Background: an optimization exercise with open tools, aiming at small area. Do not read the settings as production practice. Where RTL was checked, it was by simulation tests only, not by an equivalence proof against the original. Only the layout flow was run in run 4; the RTL was not checked for function there. No activity file was given, so power comes from the tool's default toggle rates.

`flow/design.v`:
```
module rgb565_to_ycbcr422
(
    input   wire                    sys_clk         ,
    input   wire                    sys_rst_n       ,
    input   wire    [15:0]          rgb_data        ,
    output  reg     signed  [7:0]   img_out         ,
    output  wire    [1:0]           state           ,
    output  wire                    start_en
);
reg     [1:0]   k       ;
reg             run     ;    
reg     [15:0]  x_q     ;
reg     [7:0]   a_q     ;
wire            sel_y   = ~k[1];
wire            sel_c1  = k[1] & ~k[0];
wire            sel_c2  = k[1] & k[0];
wire    [7:0]   f_top   ;
wire t_0;
wire t_1;
wire t_2;
wire t_3;
wire t_4;
wire t_5;
wire t_6;
wire t_7;
wire t_8;
wire t_9;
wire t_10;
wire t_11;
wire t_12;
wire t_13;
wire t_14;
wire t_15;
wire t_16;
wire t_17;
wire t_18;
wire t_19;
wire t_20;
wire t_21;
wire t_22;
wire t_23;
wire t_24;
wire t_25;
wire t_26;
wire t_27;
wire t_28;
wire t_29;
wire t_30;
wire t_31;
wire t_32;
wire t_33;
wire t_34;
wire t_35;
wire t_36;
wire t_37;
wire t_38;
wire t_39;
wire t_40;
wire t_41;
wire t_42;
wire t_43;
wire t_44;
wire t_45;
wire t_46;
wire t_47;
wire t_48;
wire t_49;
wire t_50;
wire t_51;
wire t_52;
wire t_53;
wire t_54;
wire t_55;
wire t_56;
wire t_57;
wire t_58;
wire t_59;
wire t_60;
wire t_61;
wire t_62;
wire t_63;
wire t_64;
wire t_65;
wire t_66;
wire t_67;
wire t_68;
wire t_69;
wire t_70;
wire t_71;
wire t_72;
wire t_73;
wire t_74;
wire t_75;
wire t_76;
wire t_77;
wire t_78;
wire t_79;
wire t_80;
wire t_81;
wire t_82;
wire t_83;
wire t_84;
wire t_85;
wire t_86;
wire t_87;
wire t_88;
wire t_89;
wire t_90;
wire t_91;
wire t_92;
wire t_93;
wire t_94;
wire t_95;
wire t_96;
wire t_97;
wire t_98;
wire t_99;
wire t_100;
wire t_101;
wire t_102;
wire t_103;
wire t_104;
wire t_105;
wire t_106;
wire t_107;
wire t_108;
wire t_109;
wire t_110;
wire t_111;
wire t_112;
wire t_113;
wire t_114;
wire t_115;
wire t_116;
wire t_117;
wire t_118;
wire t_119;
wire t_120;
wire t_121;
wire t_122;
wire t_123;
wire t_124;
wire t_125;
wire t_126;
wire t_127;
wire t_128;
wire t_129;
wire t_130;
wire t_131;
wire t_132;
wire t_133;
wire t_134;
wire t_135;
wire t_136;
wire t_137;
wire t_138;
wire t_139;
wire t_140;
wire t_141;
wire t_142;
wire t_143;
wire t_144;
wire t_145;
wire t_146;
wire t_147;
wire t_148;
wire t_149;
wire t_150;
wire t_151;
wire t_152;
wire t_153;
wire t_154;
wire t_155;
wire t_156;
wire t_157;
wire t_158;
wire t_159;
wire t_160;
wire t_161;
wire t_162;
wire t_163;
wire t_164;
wire t_165;
wire t_166;
wire t_167;
wire t_168;
wire t_169;
wire t_170;
wire t_171;
wire t_172;
wire t_173;
wire t_174;
wire t_175;
wire t_176;
wire t_177;
wire t_178;
wire t_179;
wire t_180;
wire t_181;
wire t_182;
wire t_183;
wire t_184;
wire t_185;
wire t_186;
wire t_187;
wire t_188;
wire t_189;
wire t_190;
wire t_191;
wire t_192;
wire t_193;
wire t_194;
wire t_195;
wire t_196;
wire t_197;
wire t_198;
wire t_199;
wire t_200;
wire t_201;
wire t_202;
wire t_203;
wire t_204;
wire t_205;
wire t_206;
wire t_207;
wire t_208;
wire t_209;
wire t_210;
wire t_211;
wire t_212;
wire t_213;
wire t_214;
wire t_215;
wire t_216;
wire t_217;
wire t_218;
wire t_219;
wire t_220;
wire t_221;
wire t_222;
wire t_223;
wire t_224;
wire t_225;
wire t_226;
wire t_227;
wire t_228;
wire t_229;
wire t_230;
wire t_231;
wire t_232;
wire t_233;
wire t_234;
wire t_235;
wire t_236;
wire t_237;
wire t_238;
wire t_239;
wire t_240;
wire t_241;
wire t_242;
wire t_243;
wire t_244;
wire t_245;
wire t_246;
wire t_247;
wire t_248;
wire t_249;
wire t_250;
wire t_251;
wire t_252;
wire t_253;
wire t_254;
wire t_255;
wire t_256;
wire t_257;
wire t_258;
wire t_259;
wire t_260;
wire t_261;
wire t_262;
wire t_263;
wire t_264;
wire t_265;
wire t_266;
wire t_267;
wire t_268;
wire t_269;
wire t_270;
wire t_271;
wire t_272;
wire t_273;
wire t_274;
wire t_275;
wire t_276;
wire t_277;
wire t_278;
wire t_279;
wire t_280;
wire t_281;
wire t_282;
assign t_0 = (x_q[11] & (sel_y | sel_c1));
assign t_1 = (x_q[11] ? (sel_y) : (sel_c1));
assign t_2 = (x_q[11] ? 1'b0 : (sel_y));
assign t_3 = (x_q[11] & (sel_y));
assign t_4 = (x_q[11] ? 1'b0 : (sel_y | sel_c1));
assign t_5 = (x_q[11] & (sel_y | sel_c2));
assign t_6 = (x_q[12] & (sel_y | sel_c1));
assign t_7 = (x_q[12] ? (sel_y) : (sel_c1));
assign t_8 = (x_q[12] ? 1'b0 : (sel_y));
assign t_9 = (x_q[12] & (sel_y));
assign t_10 = (x_q[12] ? 1'b0 : (sel_y | sel_c1));
assign t_11 = (x_q[12] & (sel_y | sel_c2));
assign t_12 = (x_q[13] & (sel_y | sel_c1));
assign t_13 = (x_q[13] ? 1'b0 : (sel_y | sel_c1));
assign t_14 = (x_q[13] ? 1'b0 : (sel_y));
assign t_15 = (x_q[13] & (sel_y));
assign t_16 = (x_q[13] ? 1'b0 : (sel_y | sel_c1));
assign t_17 = (x_q[13] & (sel_y | sel_c2));
assign t_18 = (x_q[14] & (sel_y | sel_c1));
assign t_19 = (x_q[14] ? (sel_c1) : (sel_y));
assign t_20 = (x_q[14] & (sel_y | sel_c1));
assign t_21 = (x_q[14] ? (sel_y) : (sel_c1));
assign t_22 = (x_q[14] & (sel_c2));
assign t_23 = (x_q[15] & (sel_y | sel_c1));
assign t_24 = (x_q[15] ? (sel_c1) : (sel_y));
assign t_25 = (x_q[15] & (sel_y | sel_c1));
assign t_26 = (x_q[15] ? 1'b0 : (sel_y | sel_c1));
assign t_27 = (x_q[15] & (sel_y | sel_c2));
assign t_28 = (x_q[5] ? (sel_c1) : (sel_c2));
assign t_29 = (x_q[5] ? (sel_y | sel_c1) : (sel_c2));
assign t_30 = (x_q[5] ? (sel_c1) : (sel_y | sel_c2));
assign t_31 = (x_q[5] ? (sel_c1) : (sel_y | sel_c2));
assign t_32 = (x_q[5] & (sel_c1));
assign t_33 = (x_q[5] & (sel_y));
assign t_34 = (x_q[5] ? (sel_y) : (sel_c1 | sel_c2));
assign t_35 = (x_q[6] ? (sel_c1) : (sel_c2));
assign t_36 = (x_q[6] ? (sel_y | sel_c1) : (sel_c2));
assign t_37 = (x_q[6] ? (sel_c1) : (sel_y | sel_c2));
assign t_38 = (x_q[6] ? (sel_c1) : (sel_y | sel_c2));
assign t_39 = (x_q[6] & (sel_c1));
assign t_40 = (x_q[6] & (sel_y));
assign t_41 = (x_q[6] ? (sel_y) : (sel_c1 | sel_c2));
assign t_42 = (x_q[7] ? (sel_c1) : (sel_c2));
assign t_43 = (x_q[7] ? (sel_y | sel_c1) : (sel_c2));
assign t_44 = (x_q[7] ? 1'b0 : (sel_y));
assign t_45 = (x_q[7] ? (sel_c1) : (sel_y | sel_c2));
assign t_46 = (x_q[7] ? (sel_y) : (sel_c1 | sel_c2));
assign t_47 = (x_q[8] ? (sel_c1) : (sel_c2));
assign t_48 = (x_q[8] ? (sel_c1) : (sel_y | sel_c2));
assign t_49 = (x_q[8] ? (sel_c1) : (sel_y | sel_c2));
assign t_50 = (x_q[8] ? (sel_y) : (sel_c1 | sel_c2));
assign t_51 = (x_q[9] & (sel_c1 | sel_c2));
assign t_52 = (x_q[9] & (sel_y | sel_c1));
assign t_53 = (x_q[9] ? 1'b0 : (sel_y | sel_c2));
assign t_54 = (x_q[9] ? (sel_c1) : (sel_y | sel_c2));
assign t_55 = (x_q[9] ? (sel_y) : (sel_c1 | sel_c2));
assign t_56 = (x_q[10] ? (sel_c1) : (sel_c2));
assign t_57 = (x_q[10] ? (sel_c1) : (sel_y | sel_c2));
assign t_58 = (x_q[10] ? (sel_c1) : (sel_y | sel_c2));
assign t_59 = (x_q[10] ? (sel_y) : (sel_c1 | sel_c2));
assign t_60 = (x_q[0] ? (sel_y) : (sel_c2));
assign t_61 = (x_q[0] & (sel_y | sel_c2));
assign t_62 = (x_q[0] & (sel_c2));
assign t_63 = (x_q[0] ? 1'b0 : (sel_c1));
assign t_64 = (x_q[0] ? (sel_y | sel_c1) : (sel_c2));
assign t_65 = (x_q[0] & (sel_c1));
assign t_66 = (x_q[1] ? (sel_y) : (sel_c2));
assign t_67 = (x_q[1] & (sel_y | sel_c2));
assign t_68 = (x_q[1] & (sel_c2));
assign t_69 = (x_q[1] & (sel_c1));
assign t_70 = (x_q[1] ? (sel_y) : (sel_c2));
assign t_71 = (x_q[1] & (sel_c1));
assign t_72 = (x_q[2] ? (sel_y) : (sel_c2));
assign t_73 = (x_q[2] & (sel_y | sel_c2));
assign t_74 = (x_q[2] ? 1'b0 : (sel_c2));
assign t_75 = (x_q[2] ? 1'b0 : (sel_c1 | sel_c2));
assign t_76 = (x_q[2] & (sel_y | sel_c1));
assign t_77 = (x_q[2] & (sel_c1));
assign t_78 = (x_q[3] ? (sel_y) : (sel_c2));
assign t_79 = (x_q[3] ? 1'b0 : (sel_y | sel_c2));
assign t_80 = (x_q[3] ? 1'b0 : (sel_c2));
assign t_81 = (x_q[3] & (sel_y));
assign t_82 = (x_q[3] & (sel_c1));
assign t_83 = (x_q[4] ? (sel_y) : (sel_c2));
assign t_84 = (x_q[4] ? 1'b0 : (sel_y | sel_c2));
assign t_85 = (x_q[4] ? 1'b0 : (sel_c2));
assign t_86 = (x_q[4] & (sel_y));
assign t_87 = (x_q[4] & (sel_c1));
assign t_88 = (sel_c2);
csa_fa u_t_89 (.a(t_0), .b(t_28), .c(t_60), .s(t_89), .co(t_90));
csa_fa u_t_91 (.a(t_6), .b(t_29), .c(t_35), .s(t_91), .co(t_92));
csa_fa u_t_93 (.a(t_66), .b(t_90), .c(t_91), .s(t_93), .co(t_94));
assign t_95 = ~(t_1 ^ t_12);
assign t_96 = t_1 | t_12;
csa_fa u_t_97 (.a(t_30), .b(t_36), .c(t_61), .s(t_97), .co(t_98));
csa_fa u_t_99 (.a(t_72), .b(t_92), .c(t_95), .s(t_99), .co(t_100));
csa_fa u_t_101 (.a(t_97), .b(t_94), .c(t_99), .s(t_101), .co(t_102));
csa_fa u_t_103 (.a(t_7), .b(t_37), .c(t_67), .s(t_103), .co(t_104));
csa_fa u_t_105 (.a(t_96), .b(t_98), .c(t_103), .s(t_105), .co(t_106));
csa_fa u_t_107 (.a(t_100), .b(t_105), .c(t_102), .s(t_107), .co(t_108));
csa_fa u_t_109 (.a(t_2), .b(t_13), .c(t_31), .s(t_109), .co(t_110));
csa_fa u_t_111 (.a(t_42), .b(t_73), .c(t_104), .s(t_111), .co(t_112));
csa_fa u_t_113 (.a(t_109), .b(t_106), .c(t_111), .s(t_113), .co(t_114));
assign t_115 = ~(t_8 ^ t_14);
assign t_116 = t_8 | t_14;
csa_fa u_t_117 (.a(t_38), .b(t_43), .c(t_47), .s(t_117), .co(t_118));
csa_fa u_t_119 (.a(t_110), .b(t_115), .c(t_117), .s(t_119), .co(t_120));
csa_fa u_t_121 (.a(t_112), .b(t_119), .c(t_114), .s(t_121), .co(t_122));
assign t_123 = ~(t_3 ^ t_18);
assign t_124 = t_3 | t_18;
csa_fa u_t_125 (.a(t_32), .b(t_44), .c(t_48), .s(t_125), .co(t_126));
csa_fa u_t_127 (.a(t_51), .b(t_62), .c(t_78), .s(t_127), .co(t_128));
csa_fa u_t_129 (.a(t_116), .b(t_118), .c(t_123), .s(t_129), .co(t_130));
csa_fa u_t_131 (.a(t_125), .b(t_127), .c(t_120), .s(t_131), .co(t_132));
csa_fa u_t_133 (.a(t_129), .b(t_131), .c(t_122), .s(t_133), .co(t_134));
csa_fa u_t_135 (.a(x_q[11]), .b(t_9), .c(t_23), .s(t_135), .co(t_136));
csa_fa u_t_137 (.a(t_39), .b(t_45), .c(t_52), .s(t_137), .co(t_138));
csa_fa u_t_139 (.a(t_56), .b(t_63), .c(t_68), .s(t_139), .co(t_140));
csa_fa u_t_141 (.a(t_83), .b(t_124), .c(t_126), .s(t_141), .co(t_142));
csa_fa u_t_143 (.a(t_128), .b(t_135), .c(t_137), .s(t_143), .co(t_144));
csa_fa u_t_145 (.a(t_139), .b(t_130), .c(t_141), .s(t_145), .co(t_146));
csa_fa u_t_147 (.a(t_143), .b(t_132), .c(t_145), .s(t_147), .co(t_148));
assign t_149 = ~(x_q[12] ^ t_15);
assign t_150 = x_q[12] | t_15;
csa_fa u_t_151 (.a(t_19), .b(t_33), .c(t_49), .s(t_151), .co(t_152));
csa_fa u_t_153 (.a(t_53), .b(t_57), .c(t_64), .s(t_153), .co(t_154));
csa_fa u_t_155 (.a(t_69), .b(t_74), .c(t_79), .s(t_155), .co(t_156));
csa_fa u_t_157 (.a(t_136), .b(t_138), .c(t_140), .s(t_157), .co(t_158));
csa_fa u_t_159 (.a(t_149), .b(t_151), .c(t_153), .s(t_159), .co(t_160));
csa_fa u_t_161 (.a(t_155), .b(t_142), .c(t_144), .s(t_161), .co(t_162));
csa_fa u_t_163 (.a(t_157), .b(t_159), .c(t_146), .s(t_163), .co(t_164));
csa_fa u_t_165 (.a(t_161), .b(t_148), .c(t_163), .s(t_165), .co(t_166));
csa_fa u_t_167 (.a(x_q[13]), .b(x_q[7]), .c(t_4), .s(t_167), .co(t_168));
csa_fa u_t_169 (.a(t_24), .b(t_34), .c(t_40), .s(t_169), .co(t_170));
csa_fa u_t_171 (.a(t_54), .b(t_70), .c(t_75), .s(t_171), .co(t_172));
csa_fa u_t_173 (.a(t_84), .b(t_150), .c(t_152), .s(t_173), .co(t_174));
csa_fa u_t_175 (.a(t_154), .b(t_156), .c(t_167), .s(t_175), .co(t_176));
csa_fa u_t_177 (.a(t_169), .b(t_171), .c(t_158), .s(t_177), .co(t_178));
csa_fa u_t_179 (.a(t_160), .b(t_173), .c(t_175), .s(t_179), .co(t_180));
csa_fa u_t_181 (.a(t_162), .b(t_177), .c(t_179), .s(t_181), .co(t_182));
csa_fa u_t_183 (.a(t_164), .b(t_181), .c(t_166), .s(t_183), .co(t_184));
csa_fa u_t_185 (.a(x_q[8]), .b(t_5), .c(t_10), .s(t_185), .co(t_186));
csa_fa u_t_187 (.a(t_20), .b(t_41), .c(t_58), .s(t_187), .co(t_188));
csa_fa u_t_189 (.a(t_65), .b(t_76), .c(t_80), .s(t_189), .co(t_190));
csa_fa u_t_191 (.a(t_168), .b(t_170), .c(t_172), .s(t_191), .co(t_192));
csa_fa u_t_193 (.a(t_185), .b(t_187), .c(t_189), .s(t_193), .co(t_194));
csa_fa u_t_195 (.a(t_174), .b(t_176), .c(t_191), .s(t_195), .co(t_196));
csa_fa u_t_197 (.a(t_193), .b(t_178), .c(t_180), .s(t_197), .co(t_198));
csa_fa u_t_199 (.a(t_195), .b(t_182), .c(t_197), .s(t_199), .co(t_200));
csa_fa u_t_201 (.a(x_q[9]), .b(t_11), .c(t_16), .s(t_201), .co(t_202));
csa_fa u_t_203 (.a(t_25), .b(t_46), .c(t_71), .s(t_203), .co(t_204));
csa_fa u_t_205 (.a(t_81), .b(t_85), .c(t_186), .s(t_205), .co(t_206));
csa_fa u_t_207 (.a(t_188), .b(t_190), .c(t_201), .s(t_207), .co(t_208));
csa_fa u_t_209 (.a(t_203), .b(t_192), .c(t_194), .s(t_209), .co(t_210));
csa_fa u_t_211 (.a(t_205), .b(t_207), .c(t_196), .s(t_211), .co(t_212));
csa_fa u_t_213 (.a(t_209), .b(t_198), .c(t_211), .s(t_213), .co(t_214));
csa_fa u_t_215 (.a(x_q[10]), .b(t_17), .c(t_21), .s(t_215), .co(t_216));
csa_fa u_t_217 (.a(t_50), .b(t_77), .c(t_86), .s(t_217), .co(t_218));
csa_fa u_t_219 (.a(t_202), .b(t_204), .c(t_215), .s(t_219), .co(t_220));
csa_fa u_t_221 (.a(t_217), .b(t_206), .c(t_208), .s(t_221), .co(t_222));
csa_fa u_t_223 (.a(t_219), .b(t_210), .c(t_221), .s(t_223), .co(t_224));
csa_fa u_t_225 (.a(t_212), .b(t_223), .c(t_214), .s(t_225), .co(t_226));
csa_fa u_t_227 (.a(t_88), .b(t_22), .c(t_26), .s(t_227), .co(t_228));
csa_fa u_t_229 (.a(t_55), .b(t_82), .c(t_216), .s(t_229), .co(t_230));
csa_fa u_t_231 (.a(t_218), .b(t_227), .c(t_220), .s(t_231), .co(t_232));
csa_fa u_t_233 (.a(t_229), .b(t_222), .c(t_231), .s(t_233), .co(t_234));
csa_fa u_t_235 (.a(t_224), .b(t_233), .c(t_226), .s(t_235), .co(t_236));
assign t_237 = ~(t_27 ^ t_59);
assign t_238 = t_27 | t_59;
csa_fa u_t_239 (.a(t_87), .b(t_228), .c(t_237), .s(t_239), .co(t_240));
csa_fa u_t_241 (.a(t_230), .b(t_239), .c(t_232), .s(t_241), .co(t_242));
csa_fa u_t_243 (.a(t_234), .b(t_241), .c(t_236), .s(t_243), .co(t_244));
assign t_245 = t_238 ^ t_240 ^ t_242;
csa_ha u_t_246 (.a(t_113), .b(t_108), .s(t_246), .co(t_247));
csa_ha u_t_248 (.a(t_147), .b(t_134), .s(t_248), .co(t_249));
csa_ha u_t_250 (.a(t_199), .b(t_184), .s(t_250), .co(t_251));
csa_ha u_t_252 (.a(t_200), .b(t_213), .s(t_252), .co(t_253));
csa_ha u_t_254 (.a(t_245), .b(t_244), .s(t_254), .co(t_255));
assign t_256 = t_121 & t_247;
assign t_257 = t_133 & t_256;
assign t_258 = t_249 | (t_248 & t_257);
assign t_259 = t_165 & t_258;
assign t_260 = t_250 & t_183;
assign t_261 = t_225 & t_253;
assign t_262 = t_225 & t_252;
assign t_263 = t_243 & t_235;
assign t_264 = t_183 & t_259;
assign t_265 = t_251 | (t_260 & t_259);
assign t_266 = t_235 & t_261;
assign t_267 = t_235 & t_262;
assign t_268 = t_263 & t_261;
assign t_269 = t_263 & t_262;
assign t_270 = t_253 | (t_252 & t_265);
assign t_271 = t_261 | (t_262 & t_265);
assign t_272 = t_266 | (t_267 & t_265);
assign t_273 = t_268 | (t_269 & t_265);
assign t_274 = t_255 | (t_254 & t_273);
assign t_275 = t_165 ^ t_258;
assign t_276 = t_183 ^ t_259;
assign t_277 = t_250 ^ t_264;
assign t_278 = t_252 ^ t_265;
assign t_279 = t_225 ^ t_270;
assign t_280 = t_235 ^ t_271;
assign t_281 = t_243 ^ t_272;
assign t_282 = t_254 ^ t_273;
assign f_top = {t_282, t_281, t_280, t_279, t_278, t_277, t_276, t_275};
always @(posedge sys_clk) begin
    if (k != 2'd2)
        x_q <= rgb_data;
    a_q <= f_top;
end
always @(posedge sys_clk or negedge sys_rst_n)
    if (!sys_rst_n) begin
        k   <= 2'd0;
        run <= 1'b0;
    end else begin
        k   <= k + 2'd1;
        run <= run | (k == 2'd2);
    end
always @(posedge sys_clk or negedge sys_rst_n)
    if (!sys_rst_n)
        img_out <= 8'd0;
    else
        img_out <= a_q & {8{run | (k == 2'd2)}};
assign start_en = run;
assign state    = {run & (k[1] ^ k[0]), run & ~k[0]};
endmodule
module csa_fa (input wire a, input wire b, input wire c, output wire s, output wire co);
assign s  = a ^ b ^ c;
assign co = (a & b) | (a & c) | (b & c);
endmodule
module csa_ha (input wire a, input wire b, output wire s, output wire co);
assign s  = a ^ b;
assign co = a & b;
endmodule
```
`flow/flow/run.sh`:
```
#!/bin/bash
# Standard layout, but the port buffers are the smallest buffer cell.
set -euo pipefail
export BUFFER_PORTS_ARGS="-buffer_cell sky130_fd_sc_hd__buf_1"
bash standard.sh > standard_flow.log 2>&1
```
`flow/standard.sh`:
```
#!/bin/bash
# synth_recipe.tcl (not shown) runs the flow's synth.tcl, then flattens the netlist and writes it again
# the make line also repeats each setting of config.mk as NAME=value (left out here)
make -C /OpenROAD-flow-scripts/flow DESIGN_CONFIG=/design/flow/config.mk WORK_HOME=/design/flow/orfs CLKGATE_MAP_FILE= SYNTH_SCRIPT=/design/flow/synth_recipe.tcl "${@:-finish}"
```
`flow/config.mk`:
```
export PLATFORM = sky130hd
export DESIGN_NAME = rgb565_to_ycbcr422
export DESIGN_NICKNAME = rgb565_to_ycbcr422
export VERILOG_FILES = /design/flow/design.v
export SDC_FILE = /design/flow/constraint.sdc
export NUM_CORES = 4
export LEC_CHECK = 0
export CAP_MARGIN = 20
export CORE_MARGIN = 2
export CORE_UTILIZATION = 40
export PLACE_DENSITY = 0.8
export SLEW_MARGIN = 20
export SYNTH_HIERARCHICAL = 1
```
`flow/constraint.sdc`:
```
create_clock -name core_clock -period 5.0 [get_ports {sys_clk}]
set_input_delay 1.0000 -clock core_clock [delete_from_list [all_inputs] [get_ports {sys_clk}]]
set_output_delay 1.0000 -clock core_clock [all_outputs]
set_load 0.01 [all_outputs]
```
==> notes.md, run 1 <==
simple-gate share of the synthesized area 0.1185; CP max FO 14; pwr/cell area 371.1 nW/um^2; RSZ-0062 raised after global routing true; PortBufs 28; Req. time, crit path 5.22 ns; Slew Limit Headroom 0.6173; post-DR wirelength/cell 16.81 um; max-cap violations 0; global-route usage over all layers 0.1678; complex-gate fraction of the synthesized area 0.04132; Seq/Total Area, Yosys 0.2676; CTS tree built; first-pass GRT wire length 11.45 mm; type of the worst setup path reg2reg; ratio of cells with drive above 1 in the final layout 0.1201; die height 96.50 um; postcts setup bufs 0; Final Hold Vio Count 0; Post-Route WL 6.943 mm; crit path DAT 5.15 ns; antenna fix cells 0; DR DRC count 0; commonest cells after routing, fill and taps aside fa_1 (67), buf_1 (28), nor2_1 (27), nor2b_1 (18), edfxtp_1 (16); Post-Synth Adder-Cell Area 0.4819; post-synthesis mux area share 0.005850; # rows 33; Synth top area share 0.4271; commonest non-fill, non-tap cell in the layout fa_1; DR pass1 iterations 4; Max Slew Vio Count 0; post-layout minimum cycle time 4.934 ns; total number of vias 2,046; Routed Antenna Nets 0; Pleak 0.001621 uW; status finished clean; vias in the first global route 2,338; die width 96.50 um; Clock transition at path regs 0.07 ns; max frequency 202.7 MHz; Setup TNS 0 ns; Worst-Margin Slew 0.5741 ns; initial antenna violation count 0; CTS sink count 35; YS warnings 7; largest family of logic cells by synthesized area adder cells; DIE AREA 9311 um^2; worst vdd ir 271.7 uV; synth top area cells fa_1 (43%), edfxtp_1 (14%), dfrtp_1 (8.0%); Final HPWL DP 5.774 mm; vias per cell 4.954; average size of a mapped cell 12.58 um^2; Syn-to-layout area delta 12.47%; RePlAce Congestion 0.9041; xor and xnor fraction of the mapped netlist area 0.04351; Hold WC Path Type reg2reg; number of synthesized register bits 35; Top Ports 29; clk_skew 0.002295 ns; final net count 413; syn_nets 378; CTS buffer count 5; crit start category register; initial core utilization 0.4144; period utilization 0.9868; leading area contributor after synthesis fa_1; Crit. End Element register; H-tree depth 2; area of the mapped netlist 3422 um^2; remaining global-route overflow 0; Post-Synthesis Cells 272; clk buf depth 2; Root Buffer clkbuf_8; largest net degree at the start of global routing 24; clock latency on the worst-skew pair 0.29 ns; endpoints failing setup 0; Core Footprint 8258 um^2; initial drt markers 147; filler instances 747; final hold slack 0.4436 ns; Yosys cell types 32
==> registers in the layout, indices dropped and copies added (netlist names) <==
register  cells
x_q          16
a_q           8
img_out       8
k             2
run           1
==> modules after synthesis (local to each module, per instance) <==
| module | cells inside | cell area (um^2) |
|---|---|---|
| rgb565_to_ycbcr422 | 194 | 1898 |
| csa_fa | 1 | 20.02 |
| csa_ha | 1 | 12.51 |
==> final cells by class <==
cell class,instances,area (um^2),share of cell area
Multi-Input combinational cell,209,2417,0.6281
Sequential cell,35,915.9,0.2380
Timing Repair Buffer,40,207.7,0.05397
Tap cell,105,131.4,0.03414
Clock buffer,7,107.6,0.02796
Inverter,16,63.81,0.01658
Clock inverter,1,5.005,0.001300
==> cells in the mapped netlist, drive strengths merged <==
cell / n
fa: 73
nor2: 27
nor2b: 18
edfxtp: 16
inv: 16
ha: 15
a21oi: 13
and2: 11
buf: 11
dfrtp: 11
xor2: 9
dfxtp: 8
nand2: 8
xnor2: 8
and2b: 5
or2: 5
o21ai: 4
mux2i: 2
nand2b: 2
o21bai: 2
a21boi: 1
a21o: 1
a31o: 1
a41o: 1
clkbuf: 1
nand3: 1
nand4: 1
o21a: 1
==> critical path, stage by stage, from the launching register on <==
cell	delay, ns
dfrtp_1	0.43
ha_2	0.24
buf_4	0.20
nor2_1	0.12
a21oi_1	0.08
fa_1	0.44
fa_1	0.46
fa_1	0.39
fa_1	0.47
fa_2	0.36
fa_2	0.36
fa_2	0.35
fa_1	0.55
nand3_1	0.10
a21oi_2	0.14
xor2_1	0.17
==> metal layers <==
metal  track usage  vias up  wire, um
met4       0.05047        0       146
met1        0.2125     1049      2732
li1              -      920         -
met5             0        -         0
met2        0.3009       58      3776
met3       0.02095       19       288
==> power by group <==
| part | internal, uW | switching, uW | total [uW] | leakage, uW |
|---|---|---|---|---|
| clock | 141 | 108 | 249 | 0.0000594 |
| sequential | 363 | 22.3 | 385 | 0.000363 |
| combinational | 391 | 403 | 794 | 0.00120 |
==> per-stage QoR <==
| step | instances | setup WS (ns) | total power, uW | area (um^2) | utilization |
|---|---|---|---|---|---|
| floorplan | 272 | 0.01202 | 997.0 | 3446 | - |
| global route | 413 | -0.05709 | 1565 | 3849 | 0.4661 |
| CTS | 413 | 0.004976 | 1438 | 3819 | 0.4624 |
| global placement | 405 | 0.1682 | 1135 | 3700 | 0.4480 |
| detailed placement | 405 | 0.01138 | 1185 | 3700 | 0.4480 |
| finish | 413 | 0.06585 | 1428 | 3849 | 0.4661 |
==> worst paths after layout <==
kind | cells past startpoint | startpoint | to | slack [ns]
min in group asynchronous | 1 | sys_rst_n | img_out[3]$_DFF_PN0_ | 0.67
min reg2reg | 1 | a_q[2]$_DFF_P_ | img_out[2]$_DFF_PN0_ | 0.44
max in group asynchronous | 1 | sys_rst_n | k[0]$_DFF_PN0_ | 3.95
max | 15 | k[1]$_DFF_PN0_ | a_q[7]$_DFF_P_ | 0.07
max reg2reg | 15 | k[1]$_DFF_PN0_ | a_q[7]$_DFF_P_ | 0.07
min | 1 | a_q[2]$_DFF_P_ | img_out[2]$_DFF_PN0_ | 0.44
==> repair_timing <==
action                     CTS  global route
resized for setup            2             5
setup endpoints to repair    1             3
hold buffers                 0             0
==> logic make-up after synthesis <==
logic type               after synthesis
AND/OR/NAND/NOR                       78
XOR/XNOR                              17
flip-flops                            35
AO/OA/AOI/OAI                         24
multiplexers                           2
buffers and inverters                 28
adder cells (fa/ha/maj)               88
==> run 2, diff against run 1 <==
--- a/flow/config.mk
+++ b/flow/config.mk
@@ -10,3 +10,2 @@
 export CORE_UTILIZATION = 40
-export PLACE_DENSITY = 0.8
 export SLEW_MARGIN = 20
==> run 2 against run 1 <==
Effect of this change: power is 5.4% lower; still clean; combinational power down 3.0%; non-clock buffer count rose by 2; area after synthesis did not move.
==> notes.md, run 2 <==
status finished clean; Core Footprint 8258 um^2; antenna fix cells 0; largest net degree at the start of global routing 24; final net count 415; # hold bufs at CTS 0; first-pass GRT wire length 11.18 mm; initial antenna violation count 0; number of synthesized register bits 35; filler instances 779; EDFF count, synth 16; final core utilization 0.4650; area of the mapped netlist 3422 um^2; Post-Route WL 6.817 mm; commonest cells after routing, fill and taps aside fa_1 (65), buf_1 (28), nor2_1 (27), nor2b_1 (18), edfxtp_1 (16); remaining global-route overflow 0; worst vdd ir 294.6 uV; crit path DAT 5.02 ns; RSZ-0062 raised after global routing true; Req. time, crit path 5.22 ns; Seq/Total Area, Yosys 0.2676; period utilization 0.9599; commonest non-fill, non-tap cell in the layout fa_1; CTS buffer count 5; Post-Synthesis Cells 272; # rows 33; Root Buffer clkbuf_8; Top Registers x_q: 16 flops, a_q: 8 flops, img_out: 8 flops; die height 96.50 um; clk_skew 0.007728 ns; clock latency on the worst-skew pair 0.29 ns; max frequency 208.4 MHz; total number of vias 2,011; Post-synth ARST share 0.3143; initial core utilization 0.4144; Top Ports 29; type of the worst setup path reg2reg; leading area contributor after synthesis fa_1; CTS sink count 35; Largest Register x_q; DR pass1 iterations 4; Synth top area share 0.4271; PortBufs 28; CTS tree built; Final HPWL DP 5.628 mm; Main synth FF type edfxtp_1; global-route usage over all layers 0.1644; Setup TNS 0 ns; Clock transition at path regs 0.07 ns; YS warnings 7; Pleak 0.001608 uW; Crit. End Element register; average size of a mapped cell 12.58 um^2; max reg flops 16; pwr/cell area 351.9 nW/um^2; Yosys cell types 32; DR DRC count 0; vias in the first global route 2,289; crit start category register; DIE AREA 9311 um^2; Final Hold Vio Count 0; Max Slew Vio Count 0; RePlAce Congestion 0.9481; top cells by count, synth fa_1 (73), nor2_1 (27), nor2b_1 (18); Routed Antenna Nets 0; max-cap violations 0; CP max FO 8; syn_nets 378; Syn-to-layout area delta 12.21%; clk buf depth 2; Register Area 915.9 um^2; die width 96.50 um; Worst-Margin Slew 0.6520 ns; endpoints failing setup 0; post-DR wirelength/cell 16.43 um; post-layout minimum cycle time 4.799 ns; ratio of cells with drive above 1 in the final layout 0.1258; vias per cell 4.846; synth top area cells fa_1 (43%), edfxtp_1 (14%), dfrtp_1 (8.0%); initial drt markers 80; area of the multi-input gates 2425 um^2; count leader, synth fa_1; Slew Limit Headroom 0.5653; Hold WC Path Type reg2reg; H-tree depth 2
==> run 2: changes by cell type in the layout (fill, tap and decap cells not counted), sizes merged <==
cell  delta
buf      +2
==> run 2: cells by family after synthesis <==
logic type / after synthesis / share of synthesized area
DFF: 35 / 0.2676
xor gates and xnor gates: 17 / 0.04351
buffers and inverters: 28 / 0.04131
and+or+nand+nor: 78 / 0.1185
muxes: 2 / 0.005850
AOI/OAI and AO/OA: 24 / 0.04131
adders and majority gates: 88 / 0.4819
==> run 2: layer usage <==
layer	global-route usage	part of all wire	vias up
met5	0	0	-
met4	0.04577	0.014	0
met3	0.02250	0.036	8
met2	0.2951	0.54	43
met1	0.2087	0.41	1037
li1	-	-	923
==> run 2: path summary, 6_finish.rpt <==
path	start	endpoint	slack, ns	depth (start not counted)
max in group asynchronous	sys_rst_n	img_out[3]$_DFF_PN0_	3.87	1
worst min-delay path	a_q[1]$_DFF_P_	img_out[1]$_DFF_PN0_	0.44	1
worst max-delay path	k[0]$_DFF_PN0_	a_q[7]$_DFF_P_	0.20	16
min in group asynchronous	sys_rst_n	img_out[7]$_DFF_PN0_	0.70	1
worst min register to register	a_q[1]$_DFF_P_	img_out[1]$_DFF_PN0_	0.44	1
worst max register to register	k[0]$_DFF_PN0_	a_q[7]$_DFF_P_	0.20	16
==> run 2: worst max-delay path, stage by stage, from the launching register on <==
cell and delay [ns]:
dfrtp_1 0.43, inv_2 0.08, ha_4 0.21, or2_1 0.25, buf_4 0.17, nor2_1 0.08
a21oi_1 0.07, fa_1 0.44, fa_1 0.45, fa_1 0.50, fa_1 0.45, fa_2 0.38
fa_2 0.35, fa_1 0.53, nand3_1 0.09, a21oi_2 0.13, xor2_1 0.15
==> run 2: modules after synthesis, one instance, submodules excluded <==
module              cells inside  copies in the design  area (um^2)
rgb565_to_ycbcr422           194                     1         1898
csa_fa                         1                    73        20.02
csa_ha                         1                     5        12.51
==> run 2: layout make-up <==
| class | count | share of cell area |
|---|---|---|
| Clock inverter | 1 | 0.001303 |
| Clock buffer | 7 | 0.01988 |
| Tap cell | 105 | 0.03421 |
| Timing Repair Buffer | 42 | 0.05800 |
| Sequential cell | 35 | 0.2385 |
| Inverter | 16 | 0.01662 |
| Multi-Input combinational cell | 209 | 0.6315 |
==> run 2: repair_timing <==
item | 4_1_cts | 5_1_grt
buffers inserted | 0 | 1
setup endpoints to repair | 1 | 3
gates resized for setup | 2 | 8
==> run 2: stage by stage <==
| step | std cells | area [um^2] | total power (uW) | worst slack, ns | hold slack, ns |
|---|---|---|---|---|---|
| 6_report | 415 | 3840 | 1351 | 0.2007 | 0.4383 |
| 5_1_grt | 415 | 3840 | 1500 | 0.01739 | 0.4536 |
| 4_1_cts | 414 | 3801 | 1376 | 0.04836 | 0.4417 |
| 3_5_place_dp | 406 | 3707 | 1171 | 0.02336 | 0.4280 |
| 3_3_place_gp | 406 | 3707 | 1159 | 0.1183 | 0.4217 |
| 2_1_floorplan | 272 | 3446 | 997.0 | 0.01202 | 0.4177 |
==> run 2: power by group <==
part / internal, uW / switching [uW] / total [uW]
Combinational: 389 / 381 / 770
Clock: 97.7 / 99.5 / 197
Sequential: 363 / 21.1 / 384
==> run 3, diff against run 2 <==
==> flow/flow/run.sh (replaced) <==
#!/bin/bash
# Standard layout, but the port buffers are the smallest buffer cell and
# non-critical cells are downsized after global routing.
set -euo pipefail
export BUFFER_PORTS_ARGS="-buffer_cell sky130_fd_sc_hd__buf_1"
export RECOVER_POWER=100
bash standard.sh > standard_flow.log 2>&1
==> run 3 against run 2 <==
Effect of this change: clock skew hardly changed; sequential share of layout area hardly changed; first-iteration DRC count is 3.8% lower; die area stayed put; clock power hardly changed; routed wire length is 0.40% lower; largest cell class unchanged; largest power group unchanged.
==> notes.md, run 3 <==
status finished clean; Pleak 0.001601 uW; CTS sink count 35; area of the mapped netlist 3422 um^2; type of the worst setup path reg2reg; vias per cell 4.839; first-pass GRT wire length 11.18 mm; DR pass1 iterations 4; final net count 415; YS warnings 7; Seq/Total Area, Yosys 0.2676; # hold bufs at CTS 0; Post-Route WL 6.790 mm; Clock transition at path regs 0.07 ns; remaining global-route overflow 0; average size of a mapped cell 12.58 um^2; filler instances 780; period utilization 0.9606; Setup TNS 0 ns; crit path from k[0]$_DFF_PN0_; RSZ-0062 raised after global routing true; initial antenna violation count 0; max-cap violations 0; final hold slack 0.4380 ns; CP max FO 8; clk buf depth 2; CTS tree built; number of synthesized register bits 35; top cells by count, synth fa_1 (73), nor2_1 (27), nor2b_1 (18); Routed Antenna Nets 0; EDFF count, synth 16; die height 96.50 um; CTS buffer count 5; r2r endpoint a_q[7]$_DFF_P_; DR DRC count 0; max frequency 208.2 MHz; final core utilization 0.4641; pwr/cell area 351.1 nW/um^2; placed cell area 3707 um^2; DIE AREA 9311 um^2; crit start category register; Post-synth ARST share 0.3143; commonest non-fill, non-tap cell in the layout fa_1; count leader, synth fa_1; syn_nets 378; Worst-Margin Slew 0.9288 ns; Crit. End Element register; Post-Synthesis Cells 272; post-route cell area 3832 um^2; Core Footprint 8258 um^2; PortBufs 28; initial core utilization 0.4144; RePlAce Congestion 0.9481; ratio of cells with drive above 1 in the final layout 0.1194; initial drt markers 77; crit path DAT 5.03 ns; reg2reg start k[0]$_DFF_PN0_; Slew Limit Headroom 0.3808; worst setup path end a_q[7]$_DFF_P_; largest net degree at the start of global routing 24; worst vdd ir 293.8 uV; Top Ports 29; Root Buffer clkbuf_8; antenna fix cells 0; Final HPWL DP 5.628 mm; leading area contributor after synthesis fa_1; xor and xnor fraction of the mapped netlist area 0.04351; Yosys cell types 32; vias in the first global route 2,289; post-DR wirelength/cell 16.36 um; H-tree depth 2; largest family of logic cells by synthesized area adder cells; die width 96.50 um; clk_skew 0.007872 ns; endpoints failing setup 0; Req. time, crit path 5.22 ns; Hold WC Path Type reg2reg; R2R cell count 16; simple-gate share of the synthesized area 0.1185; Top Registers x_q: 16 flops, a_q: 8 flops, img_out: 8 flops; Max Slew Vio Count 0; max reg flops 16; Post-Synth Adder-Cell Area 0.4819; Synth top area share 0.4271; R2R setup slack 0.20 ns; synth top area cells fa_1 (43%), edfxtp_1 (14%), dfrtp_1 (8.0%); complex-gate fraction of the synthesized area 0.04132; clock latency on the worst-skew pair 0.29 ns; Syn-to-layout area delta 11.99%; commonest cells after routing, fill and taps aside fa_1 (65), nor2_1 (27), buf_1 (27), nor2b_1 (18), edfxtp_1 (16); post-synthesis mux area share 0.005850; global-route usage over all layers 0.1644; # rows 33; hold path start a_q[1]$_DFF_P_; post-layout minimum cycle time 4.803 ns; Main synth FF type edfxtp_1; Final Hold Vio Count 0; Largest Register x_q; total number of vias 2,008
[run 3: cell counts after synthesis]
Identical to the previous run, type by type.
[run 3: stage by stage]
step	std cells	worst slack, ns	power, uW
after floorplan	272	0.01202	997.0
after global placement	406	0.1183	1159
after detailed placement	406	0.02336	1171
after CTS	414	0.04836	1376
after global routing	415	0.01739	1496
final	415	0.1970	1346
[run 3: where the power goes]
part	leakage, uW	switching [uW]	internal (uW)
registers	0.000363	21.1	363
clock network	0.0000422	99.7	97.7
logic	0.00120	379	385
total	0.00160	500	846
[run 3: worst min path at each step]
stage	endpoint	slack, ns	cells after the start
4_1_cts	img_out[1]$_DFF_PN0_	0.44	1
5_1_grt	img_out[2]$_DFF_PN0_	0.45	1
3_5_place_dp	img_out[4]$_DFF_PN0_	0.43	1
2_1_floorplan	img_out[2]$_DFF_PN0_	0.42	1
6_report	img_out[1]$_DFF_PN0_	0.44	1
3_3_place_gp	img_out[5]$_DFF_PN0_	0.42	1
[run 3: worst max-delay path: stages (launching register included)]
cell and delay [ns]:
dfrtp_1 0.43, inv_2 0.08, ha_4 0.21, or2_1 0.25
buf_4 0.17, nor2_1 0.08, a21oi_1 0.07, fa_1 0.44
fa_1 0.45, fa_1 0.50, fa_1 0.45, fa_2 0.38
fa_2 0.35, fa_1 0.53, nand3_1 0.09, a21oi_2 0.13
xor2_1 0.15
[run 3: cell type report]
class / count / area (um^2) / share of cell area
multi-input cells: 209 / 2425 / 0.6327
flip-flops and latches: 35 / 915.9 / 0.2390
repair buffers: 42 / 215.2 / 0.05615
well taps: 105 / 131.4 / 0.03428
clock buffers: 7 / 76.32 / 0.01992
inverters: 16 / 63.81 / 0.01665
clock inverters: 1 / 5.005 / 0.001306
[run 3: repair_timing]
action | in CTS | in global routing
endpoints found under the setup margin | 1 | 3
buffers inserted | 0 | 1
gates resized for setup | 2 | 8
[run 3: cells by family after synthesis]
family | after synthesis
and+or+nand+nor | 78
buffers and inverters | 28
AOI/OAI and AO/OA | 24
muxes | 2
DFF | 35
xor gates and xnor gates | 17
adders and majority gates | 88
[run 3: Yosys stat by module, one instance, submodules excluded]
module / cells inside / copies in the design
rgb565_to_ycbcr422: 194 / 1
csa_ha: 1 / 5
csa_fa: 1 / 73
[run 3: metal layers]
layer	GRT usage	share of wire	vias up
met3	0.02250	0.027	10
met1	0.2087	0.42	1044
li1	-	-	924
met5	0	0	-
met4	0.04577	0.016	0
met2	0.2951	0.53	30
==> run 4, diff against run 3 <==
--- a/flow/design.v
+++ b/flow/design.v
@@ -291,11 +291,2 @@
 wire t_273;
-wire t_274;
-wire t_275;
-wire t_276;
-wire t_277;
-wire t_278;
-wire t_279;
-wire t_280;
-wire t_281;
-wire t_282;
 assign t_0 = (x_q[11] & (sel_y | sel_c1));
@@ -482,26 +473,17 @@
 assign t_259 = t_165 & t_258;
-assign t_260 = t_250 & t_183;
-assign t_261 = t_225 & t_253;
-assign t_262 = t_225 & t_252;
-assign t_263 = t_243 & t_235;
-assign t_264 = t_183 & t_259;
-assign t_265 = t_251 | (t_260 & t_259);
-assign t_266 = t_235 & t_261;
-assign t_267 = t_235 & t_262;
-assign t_268 = t_263 & t_261;
-assign t_269 = t_263 & t_262;
-assign t_270 = t_253 | (t_252 & t_265);
-assign t_271 = t_261 | (t_262 & t_265);
-assign t_272 = t_266 | (t_267 & t_265);
-assign t_273 = t_268 | (t_269 & t_265);
-assign t_274 = t_255 | (t_254 & t_273);
-assign t_275 = t_165 ^ t_258;
-assign t_276 = t_183 ^ t_259;
-assign t_277 = t_250 ^ t_264;
-assign t_278 = t_252 ^ t_265;
-assign t_279 = t_225 ^ t_270;
-assign t_280 = t_235 ^ t_271;
-assign t_281 = t_243 ^ t_272;
-assign t_282 = t_254 ^ t_273;
-assign f_top = {t_282, t_281, t_280, t_279, t_278, t_277, t_276, t_275};
+assign t_260 = t_183 & t_259;
+assign t_261 = t_251 | (t_250 & t_260);
+assign t_262 = t_253 | (t_252 & t_261);
+assign t_263 = t_225 & t_262;
+assign t_264 = t_235 & t_263;
+assign t_265 = t_243 & t_264;
+assign t_266 = t_165 ^ t_258;
+assign t_267 = t_183 ^ t_259;
+assign t_268 = t_250 ^ t_260;
+assign t_269 = t_252 ^ t_261;
+assign t_270 = t_225 ^ t_262;
+assign t_271 = t_235 ^ t_263;
+assign t_272 = t_243 ^ t_264;
+assign t_273 = t_254 ^ t_265;
+assign f_top = {t_273, t_272, t_271, t_270, t_269, t_268, t_267, t_266};
 always @(posedge sys_clk) begin
==> flow/flow/run.sh (replaced) <==
#!/bin/bash
# Standard layout, but the port buffers are the smallest buffer cell.
set -euo pipefail
export BUFFER_PORTS_ARGS="-buffer_cell sky130_fd_sc_hd__buf_1"
bash standard.sh > standard_flow.log 2>&1
==> run 4 against run 3 <==
Effect of this change: the layout now fails its checks (negative setup slack); cell count is 5.5% higher; largest power group unchanged; synthesized cell count is 4.0% lower; highest routed layer unchanged; clock power is 9% higher; power is 8.2% higher; non-clock buffer count is 32 higher; area after synthesis is 1.9% higher; cell area is 13% higher; sequential share of layout area is 2.7 points lower; flip-flop and latch count stayed put; global-route usage is 1.0 points higher.
==> notes.md, run 4 <==
crit path DAT 5.39 ns; antenna fix cells 0; count leader, synth fa_1; average size of a mapped cell 13.36 um^2; Slowest-stage cell, CP fa_2; endpoints failing setup 2; Setup TNS -0.3601 ns; clk_skew 0.006326 ns; CTS tree built; Final Hold Vio Count 0; post-layout minimum cycle time 5.210 ns; period utilization 1.042; initial antenna violation count 0; crit start category register; top cells by count, synth fa_1 (73), nor2b_1 (28), ha_1 (19); ratio of cells with drive above 1 in the final layout 0.3242; first-pass GRT wire length 12.52 mm; pwr/cell area 336.7 nW/um^2; Seq/Total Area, Yosys 0.2627; clock latency on the worst-skew pair 0.29 ns; Largest Register x_q; Post-Route WL 7.280 mm; # rows 34; CP delay by family, top adder cells; status failed layout checks; number of synthesized register bits 35; crit-path max cell delay 0.48 ns; initial drt markers 88; Main synth FF type edfxtp_1; Syn-to-layout area delta 24.01%; max reg flops 16; EDFF count, synth 16; DR DRC count 0; CP max FO 6; Hold WC Path Type reg2reg; Max Slew Vio Count 0; Core Footprint 8593 um^2; synth top area cells fa_1 (42%), edfxtp_1 (14%), dfrtp_1 (7.9%); Worst-Margin Slew 0.6496 ns; Root Buffer clkbuf_8; # hold bufs at CTS 0; syn_nets 371; commonest non-fill, non-tap cell in the layout fa_1; layout violations negative setup slack; remaining global-route overflow 0; Synth top area share 0.4192; final net count 439; area of the mapped netlist 3486 um^2; Top Registers x_q: 16 flops, a_q: 8 flops, img_out: 8 flops; Req. time, crit path 5.18 ns; Routed Antenna Nets 0; H-tree depth 2; Slew Limit Headroom 0.5669; total number of vias 2,073; worst path bufs/invs 2; Pleak 0.001806 uW; YS warnings 7; clk buf depth 2; vias in the first global route 2,465; largest net degree at the start of global routing 19; RePlAce Congestion 0.8544; CTS sink count 35; DR pass1 iterations 4; CTS buffer count 5; crit-path cells buf_6 > ha_4 > buf_6 > mux2_4 > fa_2 > fa_2 > fa_2 > fa_2 > fa_2 > fa_2 > ha_4 > ha_4 > or2_4 > ha_4 > or2_4 > ha_4 > ha_4 > ha_4 > xor2_1; RSZ-0062 raised after global routing true; worst vdd ir 235.4 uV; type of the worst setup path reg2reg; Crit. End Element register; die height 97.35 um; Final HPWL DP 6.135 mm; max frequency 191.9 MHz; Clock transition at path regs 0.07 ns; pre-CTS setup slack -0.3361 ns; Post-Synthesis Cells 261; PortBufs 28; max-cap violations 0; global-route usage over all layers 0.1748; initial core utilization 0.4056; die width 97.35 um; commonest cells after routing, fill and taps aside fa_1 (49), buf_4 (42), buf_1 (28), nor2b_1 (26), fa_2 (24); Top Ports 29; post-DR wirelength/cell 16.62 um; vias per cell 4.733; Yosys cell types 28; DIE AREA 9477 um^2; final setup margin -0.2099 ns; CP dominant cell by count ha_4; leading area contributor after synthesis fa_1; Post-synth ARST share 0.3143
==> run 4: final timing paths <==
kind                       slack, ns  depth (start not counted)            from                   end
hold / removal                  0.44                          1  a_q[6]$_DFF_P_  img_out[6]$_DFF_PN0_
min in group asynchronous       0.70                          1       sys_rst_n  img_out[1]$_DFF_PN0_
setup / recovery               -0.21                         19  k[1]$_DFF_PN0_        a_q[7]$_DFF_P_
setup reg to reg               -0.21                         19  k[1]$_DFF_PN0_        a_q[7]$_DFF_P_
max in group asynchronous       3.88                          1       sys_rst_n  img_out[5]$_DFF_PN0_
hold reg to reg                 0.44                          1  a_q[6]$_DFF_P_  img_out[6]$_DFF_PN0_
==> run 4: layout make-up <==
type / instances / area (um^2)
sequential: 35 / 915.9
clock inverter: 1 / 5.005
inverter: 15 / 60.06
fill: 778 / 4270
tap: 108 / 135.1
timing repair buffer: 74 / 474.2
multi-input combinational: 198 / 2646
clock buffer: 7 / 86.33
==> run 4: cells by family after synthesis <==
family | count (synthesis) | synth area share
adder cells (fa/ha/maj) | 92 | 0.4874
AND/OR/NAND/NOR | 73 | 0.1184
flip-flops | 35 | 0.2627
buffers and inverters | 28 | 0.04810
XOR/XNOR | 13 | 0.03266
AO/OA/AOI/OAI | 12 | 0.02010
multiplexers | 8 | 0.03051
==> run 4: layer usage <==
metal,wire [um],track usage,up-vias
li1,-,-,952
met1,2895,0.2155,1074
met2,4002,0.3109,37
met3,221,0.02446,10
met4,161,0.06838,0
met5,0,0,-
==> run 4: Yosys stat by module (local to each module, per instance) <==
module	area, um^2	flops+latches	cells	copies in the design
rgb565_to_ycbcr422	1962	35	183	1
csa_fa	20.02	0	1	73
csa_ha	12.51	0	1	5
==> run 4: worst register-to-register path: stages (launching register included) <==
cell and delay (ns):
dfrtp_1 0.42, buf_6 0.15, ha_4 0.19, buf_6 0.14
mux2_4 0.28, fa_2 0.48, fa_2 0.35, fa_2 0.35
fa_2 0.37, fa_2 0.36, fa_2 0.45, ha_4 0.19
ha_4 0.14, or2_4 0.24, ha_4 0.15, or2_4 0.23
ha_4 0.17, ha_4 0.16, ha_4 0.15, xor2_1 0.13
==> run 4: repair_timing <==
| item | 4_1_cts | 5_1_grt |
|---|---|---|
| gates cloned | 0 | 0 |
| setup buffers | 3 | 0 |
| pin swaps | 15 | 0 |
| endpoints found under the setup margin | 3 | 3 |
| resized for setup | 21 | 1 |
==> run 4: through the flow <==
stage | instance area, um^2 | cells | hold WS [ns] | util | total power [uW]
finish | 4323 | 438 | 0.4412 | 0.5031 | 1455
global placement | 4125 | 427 | 0.4318 | 0.4801 | 1245
global route | 4323 | 438 | 0.4575 | 0.5031 | 1662
detailed placement | 4125 | 427 | 0.4344 | 0.4801 | 1263
floorplan | 3671 | 261 | 0.4233 | - | 1069
CTS | 4314 | 438 | 0.4437 | 0.5020 | 1504
==> run 4: report_power, final <==
group | switching [uW] | leakage, uW | internal (uW)
registers | 20.2 | 0.000363 | 363
logic | 391 | 0.00140 | 467
clock network | 103 | 0.0000482 | 111

-- afterwards: timing with drivers on the ports --
No port has a modelled driver above. Below, the same layouts with a new extraction and two added sets of constraints. Step 1 assumes that a clkbuf_16 drives the clock port and a buf_2 every other input. Step 2 also shifts input and output timing later by t, the mid clock arrival at the registers, as if the neighbouring blocks saw the same clock. Slacks: ideal ports / drivers / drivers and shift; pairs: ideal ports / drivers.
run | shift t [ns] | setup WS [ns] | worst register clock-pin slew, ns
run 1 | 0.314 | 0.066 / 0.066 / 0.066 | 0.07 / 0.07
run 2 | 0.315 | 0.201 / 0.201 / 0.201 | 0.07 / 0.07
run 3 | 0.315 | 0.197 / 0.197 / 0.197 | 0.07 / 0.07
run 4 | 0.318 | -0.210 / -0.210 / -0.210 | 0.07 / 0.07
